This is an optimization exercise on Yosys and OpenROAD, whose aim is small area and a short achievable clock period, not a production implementation. The RTL was checked by simulation tests, not by an equivalence proof against the original design. Power figures rest on the tool's default switching activity, not on a simulated workload.

==> flow/design.v <==
`timescale 1ns / 1ps
module fifo_sync #(
    parameter DATA_WIDTH          = 32,
    parameter DEPTH               = 16,
    parameter ADDR_WIDTH          = $clog2(DEPTH),
    parameter ALMOST_FULL_THRESH  = DEPTH - 2,
    parameter ALMOST_EMPTY_THRESH = 2
) (
    input  wire                    clk,
    input  wire                    rst_n,
    input  wire                    wr_en,
    input  wire [DATA_WIDTH-1:0]   wr_data,
    output reg                     full,
    output reg                     almost_full,
    output reg                     overflow,
    input  wire                    rd_en,
    output reg  [DATA_WIDTH-1:0]   rd_data,
    output reg                     empty,
    output reg                     almost_empty,
    output reg                     underflow,
    output reg  [ADDR_WIDTH:0]     data_count,
    output reg  [ADDR_WIDTH:0]     peak_count
);
    reg [DATA_WIDTH-1:0] mem [0:DEPTH-1];
    reg [ADDR_WIDTH-1:0] wr_ptr;      
    reg [DEPTH-1:0]      rd_sel;      
    wire do_write = wr_en & ~full;
    wire do_read  = rd_en & ~empty;
    wire inc      = do_write & ~do_read;
    wire dec      = do_read & ~do_write;
    integer i;
    always @(posedge clk) begin
        for (i = 0; i < DEPTH; i = i + 1)
            if (!full && wr_ptr == i)
                mem[i] <= wr_data;
    end
    reg [DATA_WIDTH-1:0] rd_next;
    always @(*) begin
        rd_next = rd_data & {DATA_WIDTH{~do_read}};
        for (i = 0; i < DEPTH; i = i + 1)
            rd_next = rd_next | (mem[i] & {DATA_WIDTH{rd_sel[i] & do_read}});
    end
    always @(posedge clk) begin
        if (!rst_n) begin
            wr_ptr  <= {ADDR_WIDTH{1'b0}};
            rd_sel  <= {{(DEPTH-1){1'b0}}, 1'b1};
            rd_data <= {DATA_WIDTH{1'b0}};
        end else begin
            rd_data <= rd_next;
            if (do_write) wr_ptr <= wr_ptr + 1'b1;
            if (do_read)
                rd_sel  <= {rd_sel[DEPTH-2:0], rd_sel[DEPTH-1]};
        end
    end
    wire [ADDR_WIDTH:0] cnt_up = data_count + 1'b1;
    wire [ADDR_WIDTH:0] cnt_dn = data_count - 1'b1;
    wire peak_hit = (peak_count == data_count);
    always @(posedge clk) begin
        if (!rst_n) begin
            full         <= 1'b0;
            empty        <= 1'b1;
            almost_full  <= 1'b0;
            almost_empty <= 1'b1;
            data_count   <= {(ADDR_WIDTH+1){1'b0}};
            peak_count   <= {(ADDR_WIDTH+1){1'b0}};
            overflow     <= 1'b0;
            underflow    <= 1'b0;
        end else begin
            overflow  <= wr_en & full;
            underflow <= rd_en & empty;
            if (inc) begin
                data_count   <= cnt_up;
                full         <= (cnt_up == DEPTH);
                empty        <= 1'b0;
                almost_full  <= (cnt_up >= ALMOST_FULL_THRESH);
                almost_empty <= (cnt_up <= ALMOST_EMPTY_THRESH);
                if (peak_hit) peak_count <= cnt_up;
            end else if (dec) begin
                data_count   <= cnt_dn;
                full         <= 1'b0;
                empty        <= (cnt_dn == 0);
                almost_full  <= (cnt_dn >= ALMOST_FULL_THRESH);
                almost_empty <= (cnt_dn <= ALMOST_EMPTY_THRESH);
            end
        end
    end
endmodule
Settings: LEC_CHECK=0, CAP_MARGIN=20, CORE_MARGIN=2, CORE_UTILIZATION=70, CTS_CLUSTER_DIAMETER=100, CTS_CLUSTER_SIZE=25, PLACE_DENSITY=0.8, SETUP_SLACK_MARGIN=1.4, SLEW_MARGIN=20; clock period 3.2 ns.
standard.sh (not shown) runs the stock make flow with config.mk's settings and CLKGATE_MAP_FILE= SYNTH_SCRIPT=/design/flow/synth_recipe.tcl, a recipe that flattens the netlist after the stock synthesis.
==> flow/flow/run.sh <==
#!/bin/bash
# Standard ORFS layout, with the port buffers made from plain buffers
# (sky130_fd_sc_hd__buf_2) instead of the default choice.
set -euo pipefail
export BUFFER_PORTS_ARGS="-buffer_cell sky130_fd_sc_hd__buf_2"
bash standard.sh > standard.log 2>&1
The baseline went through all stages and came out clean.
Change:
Settings changed: CORE_UTILIZATION 70 to 55, PLACE_DENSITY 0.8 to 0.7.
What happened: Area after synthesis does not change. Worst setup slack gains 0.040 ns. Total power stays flat. Global-route usage decreases by 7.9 points.
Change:
Settings changed: CORE_UTILIZATION 55 to 65, GPL_ROUTABILITY_DRIVEN set to 0, PLACE_DENSITY 0.7 to 0.75.
Effect: The new run passed the timing, design-rule and antenna checks; final area came out lower by about 1%; non-clock buffer count came out lower by 9; synthesized cell count is unchanged; final cell count came out lower by 6.3%.
Change:
Settings changed: GPL_ROUTABILITY_DRIVEN 0 to unset, SETUP_SLACK_MARGIN 1.4 to 1.42.
Outcome: Critical path depth came out higher by 3; global-route usage came out higher by 0.32 points; clock-buffer cell count came out lower by 1; worst hold slack degrades by 0.019 ns; sequential share of layout area barely changes.
Change:
Settings changed: SETUP_SLACK_MARGIN 1.42 to 1.45.
Result: Final cell count is higher by 1.2%. Worst setup slack improves by 0.051 ns. Register-to-register slack improves by 0.05 ns.
Change:
Settings changed: SETUP_SLACK_MARGIN 1.45 to 1.4.
Effect: The changed run went through all stages and came out clean; utilization fell by 0.94 points; global-route usage shrinks by 0.48 points; sequential power barely changes.

* * *

RTL: the design.v shown in full above, as it stands there.
Settings: LEC_CHECK=0, CAP_MARGIN=20, CORE_MARGIN=2, CORE_UTILIZATION=60, CTS_CLUSTER_DIAMETER=100, CTS_CLUSTER_SIZE=25, HOLD_SLACK_MARGIN=0.05, PLACE_DENSITY=0.75, SETUP_SLACK_MARGIN=1.4, SLEW_MARGIN=20; clock period 3.2 ns.
Scripts as last shown in full above: flow/flow/run.sh
The starting point ran to the end with no violations.
Rerun with:
CORE_UTILIZATION = 65   (was 60)
HOLD_SLACK_MARGIN = not set   (was 0.05)
SETUP_SLACK_MARGIN = 1.35   (was 1.4)
Result: Sequential share of layout area rises by 1.0 points. Cell area falls by 1.4%. Worst setup slack is worse by 0.13 ns. Total power stays flat. Hold slack is worse by 0.0081 ns. Critical path depth falls by 1. Flip-flop and latch count is unchanged. First-iteration DRC count rises by 5.5%.
Rerun with:
PLACE_DENSITY = 0.85   (was 0.75)
SETUP_SLACK_MARGIN = 1.4   (was 1.35)
The new run finished clean.
Global-route usage grows by 0.59 points.
Cell area grows by 1.9%.
Fmax grows by 5.2%.
Non-clock buffer count grows by 37.
Clock skew is about the same.
Worst setup slack gains 0.095 ns.
Clock power grows by about 1%.
Total power grows by 1.1%.
Die area does not change.

* * *

== try-yarrow ==
Another version of the RTL of fifo_sync (not shown whole).
Size in the first run: ~1300 cells after synthesis, about 590 flip-flops, ~84 I/O pins, about 21000 sq um of cells after synthesis.
export LEC_CHECK = 0
export CAP_MARGIN = 20
export CORE_MARGIN = 2
export CORE_UTILIZATION = 40
export CTS_BUF_LIST = sky130_fd_sc_hd__clkbuf_8
export CTS_CLUSTER_SIZE = 30
export SETUP_SLACK_MARGIN = 1.4
export SLEW_MARGIN = 20
create_clock -name core_clock -period 3.2 [get_ports {clk}]
run.sh (not shown) runs the stock make flow with config.mk's settings and CLKGATE_MAP_FILE= SYNTH_SCRIPT=/design/flow/synth_recipe.tcl, a recipe that flattens the netlist after the stock synthesis.
Stock flow here: none of the scripts above is used.
Here is what was changed in the inputs of try-cedar compared with try-yarrow.
- CTS_CLUSTER_DIAMETER newly set to 100
- CTS_BUF_LIST removed (was sky130_fd_sc_hd__clkbuf_8)
- CORE_UTILIZATION changed from 40 to 65
- CTS_CLUSTER_SIZE changed from 30 to 25
- PLACE_DENSITY newly set to 0.75
--- outcome ---
Against try-yarrow, try-cedar comes in 7 higher on number of logic stages on the critical path including buffering. Comparing try-yarrow and try-cedar, the higher proportion of power drawn by the clock network is on try-yarrow. try-cedar vs try-yarrow, instance count: try-cedar lower. Highest metal layer with signal wires: met4 -> try-cedar, met5 -> try-yarrow. Compare try-yarrow and try-cedar | count of clock-buffer cells in the layout higher: try-yarrow. Sequential power of try-cedar is on par with try-yarrow. | clock power | lower: try-cedar |. As of try-cedar, wire length had fallen by more than 10% compared to try-yarrow. Delta(sequential share of layout area, try-cedar - try-yarrow) > 0.
Edits applied to the flow inputs when going from try-cedar to try-maple:
- clearing SETUP_SLACK_MARGIN, which used to be 1.4
- clearing PLACE_DENSITY, which used to be 0.75
- swapping 65 for 40 in CORE_UTILIZATION
- clearing CTS_CLUSTER_SIZE, which used to be 25
- clearing CTS_CLUSTER_DIAMETER, which used to be 100
--- outcome ---
Compared with try-cedar, total wire length in try-maple increased by a few percent. try-maple ends up with a number of placement rows that is 27% higher than in try-cedar. Changes observed in try-maple relative to try-cedar: instance area at placement went up; clock-buffer cell count went up; cell internal power dissipation went up; wire length of the first global-routing pass went up; actual slew at the worst max-slew pin went up. Comparing try-maple and try-cedar, layout overhead on the synthesized area is higher on try-maple. Looking at multi-input combinational area share, try-maple sits 1.5 points lower than try-cedar does. try-maple vs try-cedar — number of inserted filler cells in the final layout rose 2422. try-maple vs try-cedar, final period utilization went up by 16 points.

* * *

fifo_sync again, from the RTL that the note above started with.
## fifo_sync
module fifo_sync #(
    parameter DATA_WIDTH          = 32,
    parameter DEPTH               = 16,
    parameter ADDR_WIDTH          = $clog2(DEPTH),
    parameter ALMOST_FULL_THRESH  = DEPTH - 2,
    parameter ALMOST_EMPTY_THRESH = 2
) (
    input  wire                    clk,
    input  wire                    rst_n,
    input  wire                    wr_en,
    input  wire [DATA_WIDTH-1:0]   wr_data,
    output reg                     full,
    output reg                     almost_full,
    output reg                     overflow,
    input  wire                    rd_en,
    output reg  [DATA_WIDTH-1:0]   rd_data,
    output reg                     empty,
    output reg                     almost_empty,
    output reg                     underflow,
    output reg  [ADDR_WIDTH:0]     data_count,
    output reg  [ADDR_WIDTH:0]     peak_count
);
Settings: LEC_CHECK=0, CAP_MARGIN=20, CORE_MARGIN=2, CORE_UTILIZATION=65, CTS_CLUSTER_DIAMETER=80, CTS_CLUSTER_SIZE=32, PLACE_DENSITY=0.75, SETUP_SLACK_MARGIN=1.4, SLEW_MARGIN=20; clock period 3.2 ns.
standard.sh (not shown) runs the stock make flow with config.mk's settings and CLKGATE_MAP_FILE= SYNTH_SCRIPT=/design/flow/synth_recipe.tcl, a recipe that flattens the netlist after the stock synthesis.
Scripts as last shown in full above: flow/flow/run.sh
Next try:
==> flow/run.sh (new file) <==
#!/bin/bash
# synth_recipe.tcl (not shown) runs the flow's synth.tcl, then flattens the netlist and writes it again
# the make line also repeats each setting of config.mk as NAME=value (left out here)
make -C /OpenROAD-flow-scripts/flow DESIGN_CONFIG=/design/flow/config.mk WORK_HOME=/design/flow/orfs CLKGATE_MAP_FILE= SYNTH_SCRIPT=/design/flow/synth_recipe.tcl finish
--- a/flow/config.mk
+++ b/flow/config.mk
@@ -10,4 +10,2 @@
 export CORE_UTILIZATION = 65
-export CTS_CLUSTER_DIAMETER = 80
-export CTS_CLUSTER_SIZE = 32
 export PLACE_DENSITY = 0.75
removed: flow/flow/run.sh
removed: flow/standard.sh
Outcome:
- sequential power went up by about 0.5%
- utilization increases by 3.1 points
- worst setup slack got worse by 0.033 ns
- routed wire length barely changes
- clock power rises by 62%
- synthesized area does not change
- sequential share of layout area came out lower by 2.8 points
- global-route usage goes up by 0.55 points
- hold slack improved by 0.17 ns
- power came out higher by 18%
- die area is unchanged
Next try:
==> flow/flow/run.sh (new file) <==
#!/bin/bash
# Standard ORFS layout, with the port buffers made from plain buffers
# (sky130_fd_sc_hd__buf_2) instead of the default choice.
set -euo pipefail
export BUFFER_PORTS_ARGS="-buffer_cell sky130_fd_sc_hd__buf_2"
bash standard.sh > standard.log 2>&1
==> flow/standard.sh (new file) <==
#!/bin/bash
# synth_recipe.tcl (not shown) runs the flow's synth.tcl, then flattens the netlist and writes it again
# the make line also repeats each setting of config.mk as NAME=value (left out here)
make -C /OpenROAD-flow-scripts/flow DESIGN_CONFIG=/design/flow/config.mk WORK_HOME=/design/flow/orfs CLKGATE_MAP_FILE= SYNTH_SCRIPT=/design/flow/synth_recipe.tcl "${@:-finish}"
--- a/flow/config.mk
+++ b/flow/config.mk
@@ -10,4 +10,6 @@
 export CORE_UTILIZATION = 65
+export CTS_CLUSTER_DIAMETER = 100
+export CTS_CLUSTER_SIZE = 25
 export PLACE_DENSITY = 0.75
-export SETUP_SLACK_MARGIN = 1.4
+export SETUP_SLACK_MARGIN = 1.55
 export SLEW_MARGIN = 20
removed: flow/run.sh
The changed run completed without violations. Synthesized area is unchanged. Wire length rose by 6.1%. Power goes down by 13%. Global-route usage increases by 0.58 points.
Next try:
--- a/flow/config.mk
+++ b/flow/config.mk
@@ -13,3 +13,3 @@
 export PLACE_DENSITY = 0.75
-export SETUP_SLACK_MARGIN = 1.55
+export SETUP_SLACK_MARGIN = 1.25
 export SLEW_MARGIN = 20
After rerunning: Setup slack degrades by 0.24 ns; global-route usage shrinks by 1.5 points; power came out lower by a few percent; routed wire length decreases by a little under a tenth; design area drops by a few percent; sequential share of layout area increases by 4.4 points; sequential cell count does not change; clock skew is higher by 0.0076 ns; core utilization went down by 5.0 points; cell count goes down by a few percent.

## separate check: timing with driven ports
The flow's constraints put no driver on any port. The routed layouts listed below were extracted and timed again, unchanged, in two steps.
Step 1, drivers: a clkbuf_16 drives clk and a buf_2 each remaining input, both assumed.
Step 2 also shifts input and output timing later by t, the mid clock arrival at the registers, as if the neighbouring blocks saw the same clock.
Three values: ideal ports, drivers, drivers and shift; two values: the first two.
| run | t, ns | setup WS [ns] | worst register clock-pin slew, ns |
|---|---|---|---|
| the first run of note 1 | 0.637 | 1.367 / 1.363 / 0.992 | 0.11 / 0.11 |
| the second run of note 1 | 0.646 | 1.408 / 1.366 / 1.092 | 0.10 / 0.10 |
| the third run of note 1 | 0.627 | 1.419 / 1.368 / 1.110 | 0.10 / 0.10 |
| the fourth run of note 1 | 0.637 | 1.330 / 1.330 / 1.096 | 0.10 / 0.10 |
| the fifth run of note 1 | 0.637 | 1.382 / 1.376 / 1.141 | 0.10 / 0.10 |
| the sixth run of note 1 | 0.627 | 1.419 / 1.368 / 1.110 | 0.10 / 0.10 |
| the first run of note 2 | 0.621 | 1.412 / 1.357 / 1.037 | 0.10 / 0.10 |
| the second run of note 2 | 0.636 | 1.282 / 1.282 / 1.066 | 0.10 / 0.10 |
| the third run of note 2 | 0.631 | 1.377 / 1.352 / 1.073 | 0.10 / 0.10 |
| try-yarrow | 0.718 | 1.390 / 1.334 / 0.782 | 0.07 / 0.07 |
| try-cedar | 0.631 | 1.350 / 1.372 / 0.748 | 0.10 / 0.10 |
| try-maple | 0.666 | 0.846 / 0.846 / 0.305 | 0.07 / 0.07 |
| the first run of note 4 | 0.621 | 1.378 / 1.378 / 1.068 | 0.12 / 0.12 |
| the second run of note 4 | 0.622 | 1.345 / 1.345 / 0.820 | 0.06 / 0.06 |
| the third run of note 4 | 0.626 | 1.464 / 1.432 / 1.078 | 0.10 / 0.10 |
| the fourth run of note 4 | 0.635 | 1.226 / 1.226 / 0.909 | 0.10 / 0.10 |
After both steps every run listed still meets setup and hold. The setup slack of try-yarrow, which loses most, moves by -0.056 ns with the drivers and by -0.608 ns with both steps.
